What follows belongs to an exercise in optimizing a design on an open flow for a short achievable clock period and few clock cycles; a production flow would make more cautious choices. Only simulation tests tie the RTL to the original design; equivalence was not proved. Power and IR drop assume default switching activity.

<file path="flow/run.sh">
#!/bin/bash
# synth_recipe.tcl (not shown) runs the flow's synth.tcl, then flattens the netlist and writes it again
# the make line also repeats each setting of config.mk as NAME=value (left out here)
make -C /OpenROAD-flow-scripts/flow DESIGN_CONFIG=/design/flow/config.mk WORK_HOME=/design/flow/orfs CLKGATE_MAP_FILE= SYNTH_SCRIPT=/design/flow/synth_recipe.tcl finish
</file>
<file path="flow/config.mk">
export PLATFORM = sky130hd
export DESIGN_NAME = cpu
export DESIGN_NICKNAME = cpu
export VERILOG_FILES = /design/flow/design.v
export SDC_FILE = /design/flow/constraint.sdc
export NUM_CORES = 4
export LEC_CHECK = 0
export ABC_CLOCK_PERIOD_IN_PS = 1000
export CAP_MARGIN = 30
export CORE_MARGIN = 2
export CORE_UTILIZATION = 40
export PLACE_DENSITY = 0.6
export SETUP_SLACK_MARGIN = 5.0
export SLEW_MARGIN = 30
</file>
<file path="flow/constraint.sdc">
create_clock -name core_clock -period 8.0 [get_ports {clk}]
set_input_delay 1.6000 -clock core_clock [delete_from_list [all_inputs] [get_ports {clk}]]
set_output_delay 1.6000 -clock core_clock [all_outputs]
set_load 0.01 [all_outputs]
</file>
<file path="flow/design.v">
module cpu(clk, rst, imem_addr, imem_rdata, dmem_addr, dmem_wdata, dmem_we, dmem_rdata);
input clk, rst;
input [31:0] imem_rdata, dmem_rdata;
output [31:0] imem_addr, dmem_addr, dmem_wdata;
output dmem_we;
reg  [9:0]  pcF;
reg  [31:0] instD;
reg  [31:1] rsOH, rtOH;    
reg  [9:0]  pcp1D;
reg         vD, ptD;
reg  [31:0] aE, bE, sE;
reg         lateE, sfwdE;    
reg         oAdd, oSub, oAnd, oOr, oSlt, oSll;
reg         wrE, ldE, stE, brE, beqE, ptE;
reg  [4:0]  dstE;
reg  [9:0]  altE;
reg  [31:0] aluM, sdM;
reg         wrM, ldM, stM;
reg  [4:0]  dstM;
reg  [31:0] resW;
reg         wrW;
reg  [4:0]  dstW;
reg  [31:0] rf [1:31];
wire [31:0] instF = imem_rdata;
wire [5:0]  opF   = instF[31:26];
wire        brF   = (opF[5:1] == 5'b00010);
wire        sameF = (instF[25:21] == instF[20:16]);    
reg  [31:0] zr;     
wire        ptF   = brF & (sameF ? ~opF[0] : (opF[0] | instF[15]));
wire [9:0]  pcp1F = pcF + 10'd1;
wire [9:0]  tgtF  = pcp1F + instF[9:0];
wire [31:0] sum  = aE + bE;
wire [32:0] dif33 = {1'b0, aE} - {1'b0, bE};
wire [31:0] diff = dif33[31:0];
wire        lt   = dif33[32];             
wire [31:0] shl  = aE << bE[10:6];
wire [31:0] resE = ({32{oAdd}} & sum) | ({32{oSub}} & diff) | ({32{oAnd}} & (aE & bE)) |
                   ({32{oOr}} & (aE | bE)) | {31'd0, oSlt & lt} | ({32{oSll}} & shl);
wire eq     = (aE == bE);
wire mispEx = brE & ~(eq ^ beqE ^ ptE);    
reg  mispE;             
reg  [9:0] altM;
wire [5:0] opD = instD[31:26];
wire [5:0] fnD = instD[5:0];
wire [4:0] rsD = instD[25:21];
wire [4:0] rtD = instD[20:16];
wire [4:0] rdD = instD[15:11];
wire isR    = vD & (opD == 6'h00);
wire isAddi = vD & (opD == 6'h08);
wire isLw   = vD & (opD == 6'h23);
wire isSw   = vD & (opD == 6'h2b);
wire isBeq  = vD & (opD == 6'h04);
wire isBne  = vD & (opD == 6'h05);
wire isJ    = vD & (opD == 6'h02);
wire [4:0] dstD = isR ? rdD : rtD;
wire wrD   = (isR | isAddi | isLw) & (dstD != 5'd0);
wire useRs = isR | isAddi | isLw | isSw | isBeq | isBne;
wire useRt = isR | isBeq | isBne;           
wire immD  = isAddi | isLw | isSw;
wire [31:0] simmD = {{16{instD[15]}}, instD[15:0]};
reg rsE_hit, rtE_hit, rsM_hit, rtM_hit, rsW_hit, rtW_hit;
wire stall = ldE & ((useRs & rsE_hit) | (useRt & rtE_hit));
reg  [31:0] rfA, rfB;
integer k;
integer j;
always @* begin
  rfA = 32'd0;
  rfB = 32'd0;
  for (k = 1; k < 32; k = k + 1) begin
    rfA = rfA | ({32{rsOH[k]}} & rf[k]);
    rfB = rfB | ({32{rtOH[k]}} & rf[k]);
  end
end
wire [31:0] valM = ldM ? dmem_rdata : aluM;      
wire [31:0] oldA = rsM_hit ? valM : rsW_hit ? resW : rfA;
wire [31:0] oldB = rtM_hit ? valM : rtW_hit ? resW : rfB;
wire [9:0] tgtD = pcp1D + instD[9:0];
wire isBrD  = isBeq | isBne;
wire [31:0] Xy = aE ^ bE;
wire [31:0] genc = aE | bE;                           
wire sumEq  = ~Xy[0] & (&(Xy[31:1] ~^ genc[30:0]));
wire zcmp   = (rtD == 5'd0) ? rsE_hit : (rsD == 5'd0) & rtE_hit;
wire resD   = zcmp & oAdd;                             
wire mispD  = isBrD & resD & ~(sumEq ^ isBeq ^ ptD);
wire zA     = (rsD == 5'd0) | (|(rsOH & zr[31:1]));
wire zB     = (rtD == 5'd0) | (|(rtOH & zr[31:1]));
wire ovrD   = isBrD & ~resD & zA & zB & (ptD ^ isBeq);
wire redD   = mispD | ovrD;
wire fR_add = isR & (fnD == 6'h20);
wire fR_sub = isR & (fnD == 6'h22);
wire fR_and = isR & (fnD == 6'h24);
wire fR_or  = isR & (fnD == 6'h25);
wire fR_slt = isR & ((fnD == 6'h2a) | (fnD == 6'h02));
wire fR_sll = isR & (fnD == 6'h00);
function [31:0] fwd(input hit, input [31:0] other);
  fwd = ({32{hit & oAdd}} & sum) | ({32{hit & oSub}} & diff) |
        ({32{hit & oAnd}} & (aE & bE)) | ({32{hit & oOr}} & (aE | bE)) |
        {31'd0, hit & oSlt & lt} | ({32{hit & oSll}} & shl) | ({32{~hit}} & other);
endfunction
assign imem_addr  = {20'd0, pcF, 2'b00};
assign dmem_addr  = aluM;
assign dmem_wdata = sdM;
assign dmem_we    = stM;
reg [9:0] pcE;       
always @* begin
  if (mispE)      pcE = altM;
  else if (stall) pcE = pcF;
  else            pcE = instD[9:0];
end
wire redir = mispE | stall | isJ;
wire [9:0] pcN0 = redir ? pcE : ptF ? tgtF : pcp1F;
wire [9:0] pcN = (redD & ~mispE & ~stall) ? (ptD ? pcp1D : tgtD) : pcN0;
always @(posedge clk or negedge rst) begin
  if (!rst) begin
    pcF <= 10'd0;
    vD <= 1'b0;
    wrE <= 1'b0; ldE <= 1'b0; stE <= 1'b0; brE <= 1'b0;
    wrM <= 1'b0; ldM <= 1'b0; stM <= 1'b0; mispE <= 1'b0;
    wrW <= 1'b0;
  end else begin
    pcF <= pcN;
    if (mispE | (redD & ~stall)) vD <= 1'b0;
    else if (!stall) vD <= 1'b1;
    if (mispE | stall) begin
      wrE <= 1'b0; ldE <= 1'b0; stE <= 1'b0; brE <= 1'b0;
    end else begin
      wrE <= wrD; ldE <= isLw; stE <= isSw; brE <= isBrD & ~resD;
    end
    if (mispE) begin
      wrM <= 1'b0; ldM <= 1'b0; stM <= 1'b0; mispE <= 1'b0;
    end else begin
      wrM <= wrE; ldM <= ldE; stM <= stE; mispE <= mispEx;
    end
    wrW <= wrM;
  end
end
wire [4:0] rsN = stall ? rsD : instF[25:21];      
wire [4:0] rtN = stall ? rtD : instF[20:16];
wire wrEN = wrD & ~stall & ~mispE;                 
wire wrMN = wrE & ~mispE;                          
always @(posedge clk) begin
  rsE_hit <= wrEN & (dstD == rsN);
  rtE_hit <= wrEN & (dstD == rtN);
  rsM_hit <= wrMN & (dstE == rsN);
  rtM_hit <= wrMN & (dstE == rtN);
  rsW_hit <= wrM & (dstM == rsN);
  rtW_hit <= wrM & (dstM == rtN);
  if (!stall) begin
    instD <= instF;
    for (j = 1; j < 32; j = j + 1) begin
      rsOH[j] <= (instF[25:21] == j);
      rtOH[j] <= (instF[20:16] == j);
    end
    pcp1D <= pcp1F;
    ptD   <= ptF & ~isJ;
  end
  aE <= fwd(rsE_hit, oldA);
  bE <= fwd(rtE_hit & ~immD, immD ? simmD : oldB);
  sE <= oldB;
  lateE <= rtE_hit & ldE;
  sfwdE <= rtE_hit & ~ldE;
  oAdd <= isAddi | isLw | isSw | fR_add;
  oSub <= fR_sub;
  oAnd <= fR_and;
  oOr  <= fR_or;
  oSlt <= fR_slt;
  oSll <= fR_sll;
  dstE <= dstD;
  beqE <= isBeq;
  ptE  <= ptD ^ ovrD;
  altE <= (ptD ^ ovrD) ? pcp1D : tgtD;
  altM <= altE;
  aluM <= resE;
  sdM <= lateE ? dmem_rdata : sfwdE ? aluM : sE;
  dstM <= dstE;
  resW <= valM;
  dstW <= dstM;
end
always @(posedge clk or negedge rst) begin
  if (!rst) zr <= 32'hffffffff;
  else if (wrW) zr[dstW] <= ~|resW;
end
integer i;
always @(posedge clk or negedge rst) begin
  if (!rst) begin
    for (i = 1; i < 32; i = i + 1) rf[i] <= 32'd0;
  end else if (wrW) begin
    rf[dstW] <= resW;
  end
end
endmodule
</file>
==> reports/results.env, run 1 <==
MOSTFREQUENTLAYOUTCELLS='mux2_2 (1045), dfrtp_1 (1006), buf_4 (362)'
NUMBER_OF_FLOPS_MAPPED_TO_ENABLE_CELLS_BY_YOSYS=105
SINK_OF_THE_WORST_HOLD_PATH='altM[5]'
STARTPOINT_TYPE='register'
FINALHOLDVIOLATIONS=0
DIE_HEIGHT_UM=425
DRT_WL_TOTAL_UM=351000
GP_CONGESTION=0.970
WORST_R2R_PATH_DEPTH=9
CORE.ROWCOUNT=154
INITIAL_UTILIZATION_PCT=40.3
CORE_MM2=0.176
ROUTED-VIA-COUNT=64100
CTS_MADE_BUFFERS=150
R2R_END='aE[3]'
SYNTH_AREA_PER_CELL_UM2=11.4
ANTENNA_FOUND_INITIAL=21
WORST_R2R_SRC='rsOH[22]'
GRT_PASS1_VIAS=60900
GLOBALROUTEOVERFLOWTOTAL=0
NETLIST.TOP_CELL.BY_AREA='dfrtp_1'
SYN_INST=6216
LAYOUT_SETUP_WS_PS=4560
SETUP_VIOLATIONS=0
SYNTHESIS.AREA_MM2=0.0710
FINALWORSTPATHREQUIREDPERIOD_PS=3440
CTS_NUM_SINKS=1391
YOSYSSEQAREASHARE_PCT=48.1
SYNTH.YOSYS.WARNINGS=2
FINAL_CORE_UTILIZATION_PCT=48.7
DIE_AREA_MM2=0.181
POWER_DENSITY_mW_PER_MM2=191
MAXIMUM_NUMBER_OF_PINS_ON_ONE_NET_BEFORE_GLOBAL_ROUTE_REPAIR=178
FINALINSTANCEAREA_MM2=0.0858
YS.FLOP_TYPE='dfrtp_1'
CRITPATHSLOWESTCELL='a211oi_1'
CRITPATHCAPTURETYPE='register'
WORST_PATH_MAX_STAGE_DELAY_PS=740
PATH_COMMON_CELL='buf_4'
FINALMAXSLEWVIOLATIONS=0
ARRIVAL_PS=4080
GRT_SETUP_UNREPAIRED='true'
CLOCK_TREE.HTREE_LEVEL_COUNT=4
TIMING.FINAL.CRIT_SHARE_PCT=43.0
GRT_BUSIEST_LAYER='met1'
MAX-VDD-IR-DROP_mV=0.200
HOLD-WORST-SLACK_PS=326
TIMING.HOLD.WORST_PATH_DEPTH=0
YOSYSTOPAREACELLSHARE_PCT=35.7
MAX_SLEW_MARGIN_PCT=23.2
GRT_UTIL_MET1_PCT=49.2
POWER_LEAKAGE_nW=37.4
DETAIL_ROUTE.FIRST_PASS.ITERATIONS=10
CLK_PIN_SLEW_PS=60
FLOORPLAN.IO_PINS=163
PLACE_HPWL_UM=205000
HOLDCRITPATHCLASS='reg2reg'
DPL_WORST_SLACK_PS=3070
GRT_PASS1_WL_UM=481000
RRSETUPSLACK_PS=4560
YS_TOP_CELLS_BY_AREA='dfrtp_1 (36%), mux2_2 (17%), dfxtp_1 (6.9%), edfxtp_1 (4.4%), a221oi_1 (4.2%)'
MAXCAPVIOLATIONS=0
CELL_AREA_PLACED_MM2=0.0756
SYNTHTOLAYOUTAREAGROWTH_PCT=20.8
CRITICAL_PATH_REQUIRED_PS=8640
GRT_USE_MET2_PCT=48.8
CRIT_PATH_CELL_TRACE='buf_4, buf_4, a22o_1, a221oi_1, nand4_1, o32ai_1, nor2_1, a211oi_1, a21oi_1'
CLKLATENCYLATEPIN_PS=860
SYNTH.DISTINCT_CELLS=108
FINAL_NET_COUNT=6639
MAXCLOCKFREQUENCY_GHz=0.291
GRT_UTIL_ALL_LAYERS_PCT=37.6
CLOCK_TREE_ROOT_DRIVER_CELL='clkbuf_16'
DIE_W_UM=425
FINAL_ANTENNA_NET_COUNT=0
SYNTH.FF_LATCH_COUNT=1391
DRC_ERRORS=0
HOLD_START='altE[5]'
TIMING.SETUP.TNS_PS=0
POST_DRT_VIA_CELL_RATIO=7.18
WL_PER_CELL_UM=39.3
SYNTHARSTFLOPSHARE_PCT=75.0
CRIT_FANOUT=18
STATUS='complete, no violations'
IO_BUFFER_COUNT=140
FINAL_LAYOUT_SIZE_SUFFIX_GT1_SHARE_PCT=35.8
MOSTFREQUENTLAYOUTCELL='mux2_2'
CATEGORY_OF_THE_CRITICAL_SETUP_TIMING_PATH='reg2reg'
SKEW_PS=55.4
LEAST_MARGIN_PIN_SLEW_PS=1150
USE_MET3_PCT=17.3
CLK_PATH_BUF_DEPTH=3
DRT_FIRST_ITER_VIOLATIONS=11800
TRITONCTS='yes'
[sequential cells by signal, summed over array words and instances (netlist names), 31 cells and up]
signal and count:
aluM 32, rsOH 31, rf 992, bE 32, instD 32, sE 32
zr 31, rtOH 31, sdM 32, aE 32, resW 32
[power breakdown]
part	internal [W]	switching, W	leakage [nW]	total (W)
sequential	0.00726	0.000120	17.7	0.00738
clock	0.00407	0.00316	2.47	0.00723
combinational	0.000740	0.00107	17.3	0.00181
[repair_timing]
action	in CTS	in global routing
buffers inserted	170	88
endpoints found under the setup margin	670	392
cloned	5	4
gates resized for setup	660	233
hold buffers	0	0
pin swaps	100	101
[worst max-delay path, delay by kind of cell (launching register included)]
family                 cells  cell delay [ps]
buffers and inverters      2              670
and+or+nand+nor            2              280
AOI/OAI and AO/OA          5             1860
DFF                        1              360
[logic make-up after synthesis]
logic type / synth area share (%)
simple gates: 6.43
xor+xnor: 1.74
mux: 19.2
buf+inv: 4.02
compound gates: 18.3
fa+ha+maj: 2.23
flops: 48.1
other cells: 0.00528
[stage by stage]
step / total power [W] / instances
after floorplan: 0.00833 / 6237
after global placement: 0.00895 / 8356
after detailed placement: 0.00895 / 8368
after CTS: 0.0162 / 8818
after global routing: 0.0168 / 8914
final: 0.0164 / 8927
[synth_stat cells (all sizes together) (34+ instances only)]
| cell | n |
|---|---|
| a211oi | 36 |
| a21oi | 187 |
| a221oi | 342 |
| a22o | 328 |
| a22oi | 335 |
| buf | 116 |
| clkbuf | 460 |
| dfrtp | 1012 |
| dfxtp | 243 |
| edfxtp | 105 |
| ha | 120 |
| inv | 140 |
| mux2 | 1059 |
| mux2i | 120 |
| nand2 | 254 |
| nand3 | 102 |
| nand4 | 146 |
| nor2 | 199 |
| nor3 | 61 |
| nor4 | 34 |
| o21ai | 239 |
| o32ai | 67 |
| xnor2 | 105 |
| xor2 | 36 |
[per-layer routing]
| metal | share of wire [%] | wire length, um |
|---|---|---|
| met1 | 38 | 132000 |
| met2 | 38 | 134000 |
| met3 | 16 | 54400 |
| met4 | 8.4 | 29300 |
| met5 | 0.16 | 567 |
[worst max-delay path by stage]
stage	startpoint	to	depth (start not counted)	slack [ps]
after floorplan	imem_rdata[0]	pcF[8]	11	4690
after global routing	aE[17]	aE[30]	11	4660
after global placement	imem_rdata[20]	pcF[7]	10	2950
after CTS	aE[0]	aE[30]	11	4750
final	rsOH[22]	aE[3]	9	4560
after detailed placement	imem_rdata[25]	pcF[5]	10	3070
[cell type report]
class,instances,area [um^2]
Inverter,141,598
Fill cell,15700,90500
Antenna cell,15,37.5
Sequential cell,1391,34300
Timing Repair inverter,3,28.8
Multi-Input combinational cell,4130,36900
Tap cell,2340,2930
Clock inverter,65,718
Clock buffer,210,4290
Timing Repair Buffer,632,6010
Testbench counts, summed over its fixed seeds: cycles 64,412.
==> run 2: changes to the inputs <==
--- a/flow/config.mk
+++ b/flow/config.mk
@@ -9,6 +9,6 @@
 export CAP_MARGIN = 30
 export CORE_MARGIN = 2
-export CORE_UTILIZATION = 40
-export PLACE_DENSITY = 0.6
+export CORE_UTILIZATION = 55
+export PLACE_DENSITY = 0.7
 export SETUP_SLACK_MARGIN = 5.0
 export SLEW_MARGIN = 30
==> reports/results.env, run 2 <==
WORST_R2R_PATH_DEPTH=11  # was 9
P_SW_SHARE_PCT=26.2  # was 26.5%
GRT_PASS1_WL_UM=459000  # was 481000 um
CLOCKPOWERSHARE_PCT=44.2  # was 44.0%
SYNTH.FF_LATCH_COUNT=1391  # unchanged
DRT_WL_TOTAL_UM=334000  # was 351000 um
POWER.SHARE.SEQUENTIAL_PCT=45.1  # was 44.9%
TIMING.HOLD.WORST_PATH_DEPTH=0  # unchanged
CLOCK_TREE_ROOT_DRIVER_CELL='clkbuf_16'  # unchanged
POWER_DENSITY_mW_PER_MM2=194  # was 191 mW/mm^2
YS_TOP_CELLS_BY_AREA='dfrtp_1 (36%), mux2_2 (17%), dfxtp_1 (6.9%), edfxtp_1 (4.4%), a221oi_1 (4.2%)'  # unchanged
SYNTHTOPCELLSBYCOUNT='mux2_2 (1055), dfrtp_1 (1012), clkbuf_1 (460)'  # unchanged
CATEGORY_OF_THE_CRITICAL_SETUP_TIMING_PATH='reg2reg'  # unchanged
MAXIMUM_NUMBER_OF_PINS_ON_ONE_NET_BEFORE_GLOBAL_ROUTE_REPAIR=185  # was 178
CORE_MM2=0.128  # was 0.176 mm^2
NUMBER_OF_FLOPS_MAPPED_TO_ENABLE_CELLS_BY_YOSYS=105  # unchanged
STARTPOINT_TYPE='register'  # unchanged
MAXCAPVIOLATIONS=0  # unchanged
CRIT_FANOUT=4  # was 18
CLK_PATH_BUF_DEPTH=3  # unchanged
GLOBALROUTEOVERFLOWTOTAL=0  # unchanged
FINALWORSTPATHREQUIREDPERIOD_PS=3320  # was 3440 ps
MOSTFREQUENTLAYOUTCELLS='mux2_2 (1052), dfrtp_1 (1006), a22oi_1 (335)'  # was mux2_2 (1045), dfrtp_1 (1006), buf_4 (362)
NETSWITCHINGPOWER_W=0.00428  # was 0.00435 W
SKEW_PS=51.7  # was 55.4 ps
POWER.INTERNAL_W=0.0121  # unchanged
FINAL_ANTENNA_NET_COUNT=0  # unchanged
DIE_AREA_MM2=0.132  # was 0.181 mm^2
SYNTHTOLAYOUTAREAGROWTH_PCT=18.6  # was 20.8%
ANTENNA_FOUND_INITIAL=22  # was 21
SYNTHARSTFLOPSHARE_PCT=75.0  # unchanged
CLKLATENCYLATEPIN_PS=830  # was 860 ps
MOST_COMMON_CELL_IN_THE_SYNTHESIZED_NETLIST='mux2_2'  # unchanged
SYNTH.YOSYS.WARNINGS=2  # unchanged
COMBPWRFRAC_PCT=10.7  # was 11.0%
DETAIL_ROUTE.FIRST_PASS.ITERATIONS=10  # unchanged
CTS_HOLD_BUF=0  # unchanged
FINALMAXSLEWVIOLATIONS=0  # unchanged
N_FILL_CELL=9729  # was 15700
TRITONCTS='yes'  # unchanged
FINALHOLDVIOLATIONS=0  # unchanged
ARRIVAL_PS=4020  # was 4080 ps
SYNTH_AREA_PER_CELL_UM2=11.4  # unchanged
GRT_UTIL_ALL_LAYERS_PCT=49.3  # was 37.6%
FINAL_CORE_UTILIZATION_PCT=65.9  # was 48.7%
CRITPATHCAPTURETYPE='register'  # unchanged
MOSTFREQUENTLAYOUTCELL='mux2_2'  # unchanged
DPL_WORST_SLACK_PS=3020  # was 3070 ps
MAXCLOCKFREQUENCY_GHz=0.301  # was 0.291 GHz
YS.FLOP_TYPE='dfrtp_1'  # unchanged
CLOCK_TREE.HTREE_LEVEL_COUNT=4  # unchanged
YOSYSSEQAREASHARE_PCT=48.1  # unchanged
CTS_MADE_BUFFERS=149  # was 150
TIMING.SETUP.TNS_PS=0  # unchanged
SETUP_VIOLATIONS=0  # unchanged
CTS_NUM_SINKS=1391  # unchanged
DRC_ERRORS=0  # unchanged
SYN_INST=6216  # unchanged
FINAL_LAYOUT_SIZE_SUFFIX_GT1_SHARE_PCT=34.8  # was 35.8%
WORST_R2R_SRC='aE[9]'  # was rsOH[22]
HOLD_START='altE[4]'  # was altE[5]
SYNTH.DISTINCT_CELLS=108  # unchanged
CLK_PIN_SLEW_PS=60  # about the same
POWER_LEAKAGE_nW=37.1  # was 37.4 nW
GP_CONGESTION=1.01  # was 0.970
NETLIST.TOP_CELL.BY_AREA='dfrtp_1'  # unchanged
GRT_PASS1_VIAS=60700  # was 60900
IO_BUFFER_COUNT=140  # unchanged
GRT_SETUP_UNREPAIRED='true'  # unchanged
RRSETUPSLACK_PS=4680  # was 4560 ps
WL_PER_CELL_UM=40.7  # was 39.3 um
SYNTHESIS.AREA_MM2=0.0710  # unchanged
INITIAL_UTILIZATION_PCT=55.5  # was 40.3%
YOSYSTOPAREACELLSHARE_PCT=35.7  # unchanged
MAX-VDD-IR-DROP_mV=0.236  # was 0.200 mV
TIMING.FINAL.CRIT_SHARE_PCT=41.5  # was 43.0%
R2R_END='aE[27]'  # was aE[3]
ROUTED-VIA-COUNT=64800  # was 64100
DRT_FIRST_ITER_VIOLATIONS=12800  # was 11800
SINK_OF_THE_WORST_HOLD_PATH='altM[4]'  # was altM[5]
MAX_FFS_PER_REGISTER=992  # unchanged
DIE_HEIGHT_UM=363  # was 425 um
POST-LAYOUT-TOTAL-POWER_W=0.0164  # about the same
FINAL_NET_COUNT=6585  # was 6639
FLOORPLAN.IO_PINS=163  # unchanged
STATUS='complete, no violations'  # unchanged
CORE.ROWCOUNT=131  # was 154
LAYOUT_SETUP_WS_PS=4680  # was 4560 ps
LEAST_MARGIN_PIN_SLEW_PS=1160  # was 1150 ps
CRITICAL_PATH_REQUIRED_PS=8710  # was 8640 ps
MAX_SLEW_MARGIN_PCT=22.6  # was 23.2%
POST_DRT_VIA_CELL_RATIO=7.89  # was 7.18
HOLDCRITPATHCLASS='reg2reg'  # unchanged
DIE_W_UM=363  # was 425 um
PLACE_HPWL_UM=185000  # was 205000 um
LARGEST_REGISTER='rf'  # unchanged
[run 2: cell counts after synthesis]
No cell type changed its count.
[run 2: through the flow]
step	cell area, um^2	instances	hold slack (ps)
floorplan	71400	6237	310
global placement	74300	7673	311
detailed placement	74400	7674	312
CTS	82500	8084	326
global route	84200	8176	333
finish	84300	8203	325
[run 2: final cells by class]
cell class / count / area [um^2] / area share [%]
repair buffers: 579 / 5450 / 6.46
multi-input cells: 4131 / 36700 / 43.6
well taps: 1662 / 2080 / 2.47
clock buffers: 223 / 4310 / 5.11
flip-flops and latches: 1391 / 34300 / 40.7
repair inverters: 2 / 20.0 / 0.0238
diodes: 27 / 67.6 / 0.0802
inverters: 141 / 594 / 0.705
clock inverters: 47 / 716 / 0.849
[run 2: cell families (layout without fill, tap and decap cells)]
logic type / count (synthesis) / in the layout / share of synthesized area [%]
AO/OA/AOI/OAI: 1722 / 1722 / 18.3
flip-flops: 1391 / 1391 / 48.1
multiplexers: 1201 / 1201 / 19.2
AND/OR/NAND/NOR: 919 / 921 / 6.43
buffers and inverters: 717 / 992 / 4.02
XOR/XNOR: 141 / 141 / 1.74
adder cells (fa/ha/maj): 124 / 124 / 2.23
other: 1 / 49 / 0.00528
[run 2: how the worst max path moves through the flow]
| stage | startpoint | end | slack (ps) | depth (start not counted) |
|---|---|---|---|---|
| after floorplan | imem_rdata[0] | pcF[8] | 4690 | 11 |
| after global placement | imem_rdata[25] | pcF[1] | 3110 | 10 |
| after detailed placement | imem_rdata[20] | pcF[3] | 3020 | 10 |
| after CTS | aE[18] | aE[27] | 4790 | 12 |
| after global routing | bE[9] | aE[26] | 4700 | 12 |
| final | aE[9] | aE[27] | 4680 | 11 |
[run 2: power by group through the flow]
stage                     registers [W]  logic, W  clock network, W
after floorplan                 0.00749  0.000838                 0
after global placement          0.00753   0.00136                 0
after detailed placement        0.00753   0.00137                 0
after CTS                       0.00737   0.00160           0.00719
after global routing            0.00738   0.00185           0.00751
final                           0.00738   0.00175           0.00722
[run 2: timing repair]
action	CTS	global route
buffers inserted	133	81
cloned	7	5
resized for setup	662	217
pin swaps	116	103
endpoints found under the setup margin	621	346
[run 2: per-layer routing]
layer	part of all wire (%)	GRT usage [%]	routed length, um
met3	17	26.5	57500
met4	9.9	35.3	32900
met2	38	63.4	126000
met1	35	62.1	117000
met5	0.078	1.71	261
[run 2: critical path, cell delays in order (launching register included)]
cell and delay [ps]:
dfxtp_4 360, buf_4 140, buf_4 150, mux4_2 510
nand2_1 90, nand2_1 70, mux2i_1 440, o21ai_0 390
a21oi_1 340, nand3_1 120, or3_4 340, mux2_4 260
==> run 3: changes to the inputs <==
--- a/flow/design.v
+++ b/flow/design.v
@@ -10,5 +10,5 @@
 reg         vD, ptD;
 reg  [31:0] aE, bE, sE;
-reg         lateE, sfwdE;    
+reg         lateE;
 reg         oAdd, oSub, oAnd, oOr, oSlt, oSll;
 reg         wrE, ldE, stE, brE, beqE, ptE;
@@ -157,7 +157,6 @@
   aE <= fwd(rsE_hit, oldA);
   bE <= fwd(rtE_hit & ~immD, immD ? simmD : oldB);
-  sE <= oldB;
+  sE <= fwd(rtE_hit, oldB);
   lateE <= rtE_hit & ldE;
-  sfwdE <= rtE_hit & ~ldE;
   oAdd <= isAddi | isLw | isSw | fR_add;
   oSub <= fR_sub;
@@ -172,5 +171,5 @@
   altM <= altE;
   aluM <= resE;
-  sdM <= lateE ? dmem_rdata : sfwdE ? aluM : sE;
+  sdM <= lateE ? dmem_rdata : sE;
   dstM <= dstE;
   resW <= valM;
==> reports/results.env, run 3 <==
STATUS='complete, no violations'  # unchanged
MAX_FFS_PER_REGISTER=992  # unchanged
TIMING.CRITICAL_PATH.FROM='bE[7]'  # was aE[9]
PLACE_HPWL_UM=190000  # was 185000 um
SYNTH_AREA_PER_CELL_UM2=11.5  # was 11.4 um^2
N_FILL_CELL=9730  # was 9729
SYNTH.FF_LATCH_COUNT=1390  # was 1391
CORE.ROWCOUNT=132  # was 131
DIE_HEIGHT_UM=364  # was 363 um
CLK_PIN_SLEW_PS=60  # about the same
CLK_PATH_BUF_DEPTH=3  # unchanged
DETAIL_ROUTE.FIRST_PASS.ITERATIONS=14  # was 10
DPL_WORST_SLACK_PS=2720  # was 3020 ps
DIE_W_UM=364  # was 363 um
POWER_LEAKAGE_nW=37.4  # was 37.1 nW
POWER_DENSITY_mW_PER_MM2=189  # was 194 mW/mm^2
YS.FLOP_TYPE='dfrtp_1'  # unchanged
SYNTH.DISTINCT_CELLS=106  # was 108
STARTPOINT_TYPE='register'  # unchanged
DRT_WL_TOTAL_UM=333000  # was 334000 um
GRT_PASS1_VIAS=60900  # was 60700
SYN_INST=6216  # unchanged
YS_TOP_CELLS_BY_AREA='dfrtp_1 (36%), mux2_2 (17%), dfxtp_1 (6.8%), edfxtp_1 (4.4%), a221oi_1 (4.3%)'  # was dfrtp_1 (36%), mux2_2 (17%), dfxtp_1 (6.9%), edfxtp_1 (4.4%), a221oi_1 (4.2%)
RRSETUPSLACK_PS=4620  # was 4680 ps
FINALHOLDVIOLATIONS=0  # unchanged
SYNTHTOLAYOUTAREAGROWTH_PCT=19.5  # was 18.6%
CRIT_PATH_CELL_TRACE='buf_12, clkinv_8, ha_4, nor4_4, o31a_1, or3_4, a2111oi_4, buf_6, buf_6, buf_6, a41oi_2, xnor2_1, a221oi_2, o21ai_2, a21o_1'  # was buf_4, buf_4, mux4_2, nand2_1, nand2_1, mux2i_1, o21ai_0, a21oi_1, nand3_1, or3_4, mux2_4
WORST_R2R_SRC='bE[7]'  # was aE[9]
MAXIMUM_NUMBER_OF_PINS_ON_ONE_NET_BEFORE_GLOBAL_ROUTE_REPAIR=167  # was 185
CRIT_FANOUT=7  # was 4
GRT_PASS1_WL_UM=455000  # was 459000 um
LARGEST_REGISTER='rf'  # unchanged
CRITICAL_PATH_REQUIRED_PS=8680  # was 8710 ps
CATEGORY_OF_THE_CRITICAL_SETUP_TIMING_PATH='reg2reg'  # unchanged
SYNTHESIS.AREA_MM2=0.0712  # was 0.0710 mm^2
GRT_UTIL_MET1_PCT=61.0  # was 62.1%
GRT_SETUP_UNREPAIRED='true'  # unchanged
SETUP_VIOLATIONS=0  # unchanged
ROUTED-VIA-COUNT=64900  # was 64800
SYNTHARSTFLOPSHARE_PCT=75.0  # about the same
ARRIVAL_PS=4070  # was 4020 ps
SKEW_PS=37.4  # was 51.7 ps
CRITPATHCAPTURETYPE='register'  # unchanged
IO_BUFFER_COUNT=140  # unchanged
WORST_SETUP_PATH_ENDPOINT='bE[26]'  # was aE[27]
INITIAL_UTILIZATION_PCT=55.2  # was 55.5%
TIMING.SETUP.TNS_PS=0  # unchanged
FINAL_LAYOUT_SIZE_SUFFIX_GT1_SHARE_PCT=36.5  # was 34.8%
HOLDCRITPATHCLASS='reg2reg'  # unchanged
USE_MET3_PCT=25.5  # was 26.5%
CLOCK_TREE_ROOT_DRIVER_CELL='clkbuf_16'  # unchanged
MAX_SLEW_MARGIN_PCT=19.1  # was 22.6%
LAYOUT_SETUP_WS_PS=4620  # was 4680 ps
ANTENNA_FOUND_INITIAL=20  # was 22
CTS_HOLD_BUF=0  # unchanged
POST_DRT_VIA_CELL_RATIO=7.81  # was 7.89
GRT_BUSIEST_LAYER='met2'  # unchanged
YOSYSSEQAREASHARE_PCT=47.9  # was 48.1%
CLOCK_TREE.HTREE_LEVEL_COUNT=4  # unchanged
PATH_COMMON_CELL='buf_6'
AREA_OF_THE_MULTI_INPUT_GATES_MM2=0.0373  # was 0.0367 mm^2
SYNTH.YOSYS.WARNINGS=2  # unchanged
NUMBER_OF_FLOPS_MAPPED_TO_ENABLE_CELLS_BY_YOSYS=105  # unchanged
DRC_ERRORS=0  # unchanged
MAX-VDD-IR-DROP_mV=0.215  # was 0.236 mV
FINALMAXSLEWVIOLATIONS=0  # unchanged
CTS_MADE_BUFFERS=148  # was 149
DRT_FIRST_ITER_VIOLATIONS=13500  # was 12800
WL_PER_CELL_UM=40.1  # was 40.7 um
MAXCLOCKFREQUENCY_GHz=0.295  # was 0.301 GHz
YOSYSTOPAREACELLSHARE_PCT=35.6  # was 35.7%
GP_CONGESTION=1.01  # about the same
TRITONCTS='yes'  # unchanged
GLOBALROUTEOVERFLOWTOTAL=0  # unchanged
CTS_NUM_SINKS=1390  # was 1391
R2R_END='bE[26]'  # was aE[27]
FINAL_NET_COUNT=6614  # was 6585
MAXCAPVIOLATIONS=0  # unchanged
DIE_AREA_MM2=0.132  # about the same
DPL.CELL_COUNT=7757  # was 7674
LAYOUTNONFILLERINSTCOUNT=8307  # was 8203
CRITPATHSLOWESTCELL='or3_4'  # was mux4_2
FLOORPLAN.IO_PINS=163  # unchanged
FINALWORSTPATHREQUIREDPERIOD_PS=3380  # was 3320 ps
FINAL_ANTENNA_NET_COUNT=0  # unchanged
SYNTHTOPCELLSBYCOUNT='mux2_2 (1090), dfrtp_1 (1012), clkbuf_1 (459)'  # was mux2_2 (1055), dfrtp_1 (1012), clkbuf_1 (460)
GRT_USE_MET2_PCT=63.1  # was 63.4%
HOLD-WORST-SLACK_PS=327  # was 325 ps
MOSTFREQUENTLAYOUTCELL='mux2_2'  # unchanged
TIMING.FINAL.CRIT_SHARE_PCT=42.3  # was 41.5%
CORE_MM2=0.129  # was 0.128 mm^2
CLKLATENCYLATEPIN_PS=820  # was 830 ps
GRT_UTIL_ALL_LAYERS_PCT=48.5  # was 49.3%
SEQCELLAREA_MM2=0.0343  # about the same
MOST_COMMON_CELL_IN_THE_SYNTHESIZED_NETLIST='mux2_2'  # unchanged
WORST_R2R_PATH_DEPTH=15  # was 11
LEAST_MARGIN_PIN_SLEW_PS=1210  # was 1160 ps
MOSTFREQUENTLAYOUTCELLS='mux2_2 (1085), dfrtp_1 (1005), buf_4 (344)'  # was mux2_2 (1052), dfrtp_1 (1006), a22oi_1 (335)
NETLIST.TOP_CELL.BY_AREA='dfrtp_1'  # unchanged
WORST_PATH_MAX_STAGE_DELAY_PS=430  # was 510 ps
==> run 3: logic make-up after synthesis <==
family                     count (synthesis)  share of synthesized area [%]
AOI/OAI and AO/OA                       1707                           18.3
DFF                                     1390                           47.9
muxes                                   1184                           19.2
and+or+nand+nor                          962                           6.60
buffers and inverters                    714                           4.13
xor gates and xnor gates                 134                           1.65
adders and majority gates                124                           2.22
other                                      1                        0.00526
==> run 3: timing repair <==
action	CTS	global route
pin swaps	91	116
setup endpoints to repair	710	333
cloned	6	7
gates resized for setup	637	336
buffers inserted	129	115
==> run 3: critical path: cells and delay by family (launching register included) <==
| family | cells | cell delay [ps] |
|---|---|---|
| buffers and inverters | 5 | 610 |
| AOI/OAI and AO/OA | 6 | 1250 |
| and+or+nand+nor | 2 | 480 |
| xor gates and xnor gates | 1 | 180 |
| DFF | 1 | 380 |
| adders and majority gates | 1 | 340 |
==> run 3: area by class of cell <==
cell class                      count  share of cell area [%]
Antenna cell                       26                  0.0764
Clock inverter                     58                   0.663
Clock buffer                      207                    5.02
Tap cell                         1742                    2.56
Inverter                          141                   0.692
Sequential cell                  1390                    40.3
Multi-Input combinational cell   4134                    43.8
Timing Repair Buffer              607                    6.88
Timing Repair inverter              2                  0.0206
==> run 3: worst min-delay path by stage <==
stage,start,to,slack [ps],cells past startpoint
5_1_grt,altE[7],altM[7],340,0
3_5_place_dp,altE[6],altM[6],310,0
2_1_floorplan,altE[0],altM[0],310,0
4_1_cts,altE[1],altM[1],330,0
3_3_place_gp,altE[3],altM[3],310,0
6_report,altE[8],altM[8],330,0
==> run 3: per-stage QoR <==
stage / utilization (%) / power, W / instance area (um^2)
2_1_floorplan: - / 0.00832 / 71600
3_3_place_gp: 57.8 / 0.00888 / 74600
3_5_place_dp: 57.9 / 0.00890 / 74700
4_1_cts: 64.0 / 0.0158 / 82600
5_1_grt: 65.9 / 0.0165 / 85000
6_report: 66.0 / 0.0161 / 85100
==> run 3: per-layer routing <==
| metal | part of all wire (%) | wire length (um) | up-vias |
|---|---|---|---|
| li1 | - | - | 24300 |
| met1 | 35 | 115000 | 31800 |
| met2 | 38 | 126000 | 6641 |
| met3 | 18 | 58400 | 2136 |
| met5 | 0.28 | 929 | - |
| met4 | 9.7 | 32400 | 26 |
==> run 3: power by group <==
| group | internal [W] | switching, W | total [W] | leakage [nW] |
|---|---|---|---|---|
| Sequential | 0.00725 | 0.000120 | 0.00737 | 17.7 |
| Clock | 0.00396 | 0.00304 | 0.00700 | 2.39 |
| Combinational | 0.000703 | 0.00104 | 0.00174 | 17.3 |
| Total | 0.0119 | 0.00419 | 0.0161 | 37.4 |
Testbench counts of run 3, summed over its fixed seeds: cycles 64,412.

[afterwards: timing with drivers on the ports]
Ports are ideal in the flow. The routed layouts listed here were re-timed in OpenROAD.
Step 1 (the two cells are an assumption about what drives the block):
set clk [get_ports {clk}]
set_driving_cell -lib_cell sky130_fd_sc_hd__clkbuf_16 $clk
set_driving_cell -lib_cell sky130_fd_sc_hd__buf_2 [delete_from_list [all_inputs] $clk]
Step 2 also shifts input and output timing later by t, the mid clock arrival at the registers, as if the neighbouring blocks saw the same clock.
Slacks: ideal / step 1 / step 2; pairs: ideal / step 1.
run | shift t [ns] | slack for setup (ns) | worst slew at a driven data input, ns
run 1 | 0.911 | 4.561 / 4.561 / 4.097 | 0.07
run 2 | 0.893 | 4.682 / 4.682 / 4.091 | 0.07
run 3 | 0.895 | 4.616 / 4.616 / 4.194 | 0.07
After both steps every run listed still meets setup and hold. The setup slack of run 2, which loses most, moves by 0.000 ns with the drivers and by -0.591 ns with both steps.
